What follows belongs to an exercise in optimizing a design on an open flow for small area, a short achievable clock period and few clock cycles per item; a production flow would make more cautious choices.
Only simulation tests tie the RTL to the original design; equivalence was not proved.

==> design.v <==
`timescale 1ns/10ps
module circ(clk, reset, pushin, Xin, Rin, pushout, Yout);
input clk,reset,pushin;
input [23:0] Xin,Rin;
output pushout;
output [23:0] Yout;
reg [23:0] Xl,Rl;
reg V1;
reg [47:0] X2,R2,diff,Diff;
reg V2;
reg V3;
reg [24:0] res;
reg [26:0] rv;
always @(posedge(clk) or posedge(reset)) begin
  if(reset) begin
    V1<=0;
    Xl<=0;
    Rl<=0;
  end else begin
    V1<= pushin;
    Xl<= Xin;
    Rl<= Rin;
  end
end
always @(posedge(clk) or posedge(reset)) begin
  if(reset) begin
    V2 <= 0;
    X2 <= 0;
    R2 <= 0;
  end else begin
    V2 <= V1;
    X2 <= Xl*Xl;
    R2 <= Rl*Rl;
  end
end
always @(posedge(clk) or posedge(reset)) begin
 if(reset) begin
  V3 <= 0;
  Diff <= 0;
 end else begin
  V3 <= V2;
  Diff <= R2-X2;
 end
end
integer ix;
always @(*) begin
 res=0;
 rv=0;
 diff=Diff;
 for(ix=0; ix < 24; ix=ix+1) begin 
   rv = { rv[24:0], diff[47:46] };
   diff={ diff[45:0],2'b0};
   if( { 1'b0,res[23:0],2'b1 } <= rv ) begin
     rv=rv - { 1'b0,res[23:0],2'b1 };
     res = { res[23:0],1'b1 };
   end else res= { res[23:0],1'b0 };
 end
end
assign pushout=V3;
assign Yout = res[23:0];
endmodule
==> run.sh <==
#!/bin/bash
# synth_recipe.tcl (not shown) runs the flow's synth.tcl, then flattens the netlist and writes it again
# the make line also repeats each setting of config.mk as NAME=value (left out here)
make -C /OpenROAD-flow-scripts/flow DESIGN_CONFIG=/design/flow/config.mk WORK_HOME=/design/flow/orfs CLKGATE_MAP_FILE= SYNTH_SCRIPT=/design/flow/synth_recipe.tcl finish
==> config.mk <==
export PLATFORM = sky130hd
export DESIGN_NAME = circ
export DESIGN_NICKNAME = circ
export VERILOG_FILES = /design/flow/design.v
export SDC_FILE = /design/flow/constraint.sdc
export NUM_CORES = 4
export LEC_CHECK = 0
export CAP_MARGIN = 20
export CORE_MARGIN = 2
export CORE_UTILIZATION = 40
export SLEW_MARGIN = 20
==> constraint.sdc <==
create_clock -name core_clock -period 80.0 [get_ports {clk}]
set_input_delay 16.0000 -clock core_clock [delete_from_list [all_inputs] [get_ports {clk}]]
set_output_delay 16.0000 -clock core_clock [all_outputs]
set_load 0.01 [all_outputs]
==> run notes <==
==> worst reg2reg max path, delay by kind of cell (launching register included) <==
family,cells,cell delay [ns]
AND/OR/NAND/NOR,2,0.29
adder cells (fa/ha/maj),8,3.45
flip-flops,1,0.34
XOR/XNOR,1,0.13
AO/OA/AOI/OAI,37,6.84
buffers and inverters,6,0.66
==> flip-flops by register name (all words and copies together), names as in the netlist <==
name	flops
Rl	24
X2	47
R2	47
Xl	24
V3	1
Diff	48
V2	1
V1	1
==> worst max path at each step <==
stage          startpoint  endpoint  slack [ns]  cells past startpoint
5_1_grt          Diff[45]   Yout[0]       -0.28                    368
3_3_place_gp     Diff[45]   Yout[0]       -0.71                    355
3_5_place_dp     Diff[45]   Yout[0]       -2.08                    344
4_1_cts          Diff[45]   Yout[0]        0.06                    357
6_report         Diff[45]   Yout[0]        4.42                    339
2_1_floorplan    Diff[44]   Yout[0]        0.06                    389
==> synth_stat cells, types with 33 or more instances <==
| master | instances | area [sq um] |
|---|---|---|
| and3_1 | 57 | 356.6 |
| nor3_1 | 121 | 605.6 |
| xnor2_1 | 307 | 2689 |
| nand4_1 | 66 | 412.9 |
| nand3_1 | 111 | 555.5 |
| a21o_1 | 255 | 1914 |
| nand2_1 | 540 | 2027 |
| nor2_1 | 433 | 1625 |
| o21bai_1 | 125 | 938.4 |
| nand2b_1 | 129 | 807.0 |
| o31ai_1 | 33 | 247.7 |
| mux2i_1 | 71 | 710.7 |
| xor2_1 | 161 | 1410 |
| a31oi_1 | 60 | 375.4 |
| nor2b_1 | 110 | 688.2 |
| dfrtp_1 | 193 | 4830 |
| fa_1 | 845 | 16920 |
| o21ai_1 | 47 | 235.2 |
| o21a_1 | 73 | 548.0 |
| and2_1 | 371 | 2321 |
| clkbuf_1 | 233 | 874.6 |
| a211oi_1 | 49 | 367.9 |
| a21oi_1 | 610 | 3053 |
| or3_1 | 40 | 250.2 |
| inv_1 | 1417 | 5319 |
| o21ai_0 | 361 | 1807 |
| ha_1 | 925 | 11570 |
==> cell type report <==
type                       count  area [sq um]  share of cell area (%)
antenna                        2         5.005                0.006626
clock buffer                  19         452.9                  0.5997
clock inverter                13         153.9                  0.2038
inverter                    1432          5428                   7.186
multi-input combinational   6521         58820                   77.87
sequential                   193          4832                   6.398
tap                         2310          2890                   3.827
timing repair buffer         348          2944                   3.898
timing repair inverter         1         7.507                0.009939
==> repair_timing <==
action | in CTS | in global routing
setup endpoints to repair | 1 | 3
pin swaps | 2 | 31
setup buffers | 8 | 46
cloned | 2 | 6
hold buffers | 0 | 0
gates resized for setup | 21 | 178
==> through the flow <==
step	setup slack (ns)	instances	hold slack (ns)
5_1_grt	-0.2769	10837	0.3596
3_5_place_dp	-2.077	10743	0.3370
3_3_place_gp	-0.7104	10742	0.3342
2_1_floorplan	0.05896	8430	0.3312
4_1_cts	0.05684	10785	0.3568
6_report	4.420	10839	0.3532
==> per-layer routing <==
| metal | wire, um | global-route usage, % | vias up | share of wire (%) |
|---|---|---|---|---|
| met1 | 96980 | 32.87 | 29706 | 42 |
| met3 | 11430 | 2.621 | 432 | 5.0 |
| met5 | 13 | 0 | - | 0.0057 |
| met2 | 111900 | 45.02 | 1906 | 49 |
| li1 | - | - | 28246 | - |
| met4 | 8396 | 8.633 | 2 | 3.7 |
==> cell families after synthesis <==
kind of cell | Yosys count | synth area share [%]
buffers and inverters | 1719 | 9.417
other | 1 | 0.005395
xor gates and xnor gates | 470 | 5.953
and+or+nand+nor | 2183 | 16.45
AOI/OAI and AO/OA | 1994 | 18.76
adders and majority gates | 1770 | 40.99
muxes | 98 | 1.476
DFF | 193 | 6.949
==> flow_summary.ini <==
[drt]
wirelength_um = 228800
vias = 60292
routedWlPerCell_um = 21.11
firstDrtPassIters = 8
drc_errors = 0
ant_nets = 0
drt_iter0_markers = 4077
vias_per_cell = 5.563

[final_layout]
areaGrowthSynthToFinish_pct = 8.670
postLayoutCellArea_sq_um = 75530
num-nets-final = 10335
drive_gt1_share_pct = 7.013
mostFrequentLayoutCell = inv_1
fillers = 17182
final_util_pct = 43.88
mostFrequentLayoutCells = inv_1 (1411), ha_1 (896), fa_1 (845)

[synth]
ys_seq_area_share_pct = 6.949
syn_area_per_cell_sq_um = 8.247
ys_ff_latch = 193
syn_inst = 8428
synth_flop_cell = dfrtp_1
yosys_warnings = 1
synth_cell_type_count = 131
ys_async_sr_fraction_pct = 100.0
syn_area_sq_um = 69510
synth-edff-count = 0

[floorplanning]
coreArea_sq_um = 172100
num_io_pins = 76
fp.dieH_um = 420.9
num_rows = 152
die-area_sq_um = 177100
die_x_um = 420.9
initial_utilization_pct = 40.38

[global_routing]
antenna_found_initial = 9
grt_pass1_vias = 61357
grt_max_degree = 78
grt.overflow.total = 0
gr-usage-all-layers_pct = 25.68
grt_pass1_wl_um = 353800

[setup_path]
crit_buf_inv = 45
timing.rr.start = Rl[7]
worstPathArrival_ns = 59.58
cp.required_ns = 64.00
cpLargestDelayFamily = compound AO/OA/AOI/OAI gates
rrSetupSlack_ns = 68.20
cp_common_cell = a21oi_1
cp-start-kind = flip-flop
crit_fanout = 34
r2r_cells = 54
worstReg2RegEnd = R2[47]
critPathSlowestCell = or4_4
cp_slowest_stage_delay_ns = 0.60
endpoint_kind = output pin
worstSetupPathType = flip-flop to output pin

[timing]
fin_skew_ns = 0.02094
finalMaxSlewViolations = 0
finalWorstPathRequiredPeriod_ns = 75.58
setup-violations-final = 0
tns_ns = 0
hold_viol = 0
tightest_slew_ns = 1.075
maxSlewHeadroom_pct = 26.49
period_share_pct = 94.47
max_freq_ghz = 0.01323

[clock_network]
clk_pin_slew_worst_paths_ns = 0.09
cts_tree = done
cts-root-buf = clkbuf_16
htree_levels = 4
cts_buffers = 17
clock_latency_ns = 0.54
cts_sinks = 193
max-clock-path-buffers = 2

[min_path]
hold_depth = 0
hp-class = flip-flop to flip-flop
worstHoldStart = V1
hold_end = V2

[placement]
portBuffers = 75
dpl.hpwl_um = 181800
placed_cell_area_sq_um = 73700
routabilityCongestion = 0.9837

[outcome]
status = timing/DRC/antenna clean

[flow_run]
max-cap-violations = 0
Testbench counts, summed over its fixed seeds: cycles 160,024, items 160,000.

## port drivers added, routing unchanged
In the flow no input, the clock included, has a driving cell. The finished layout below was timed again as built, in two steps. Step 1: set_driving_cell puts a clkbuf_16 on clk and a buf_2 on each other input, an assumption about the parent block. Step 2 adds t to the input delays and takes it off the output delays; t is the mean of the earliest and latest rising clock arrival at the registers after step 1. Input paths then give back, and output paths get back, about the clock's delay inside the block. Three values: ideal ports, drivers, drivers and shift; two values: the first two.
t, ns: 0.601
slack for setup (ns): 4.420 / 4.351 / 4.952
hold WS [ns]: 0.353 / 0.353 / 0.353
clock arrival spread, ns: 0.021 / 0.021
worst data-port slew with drivers (ns): 0.07
After both steps this run still meets setup and hold. The setup slack of this run moves by -0.069 ns with the drivers and by +0.532 ns with both steps.
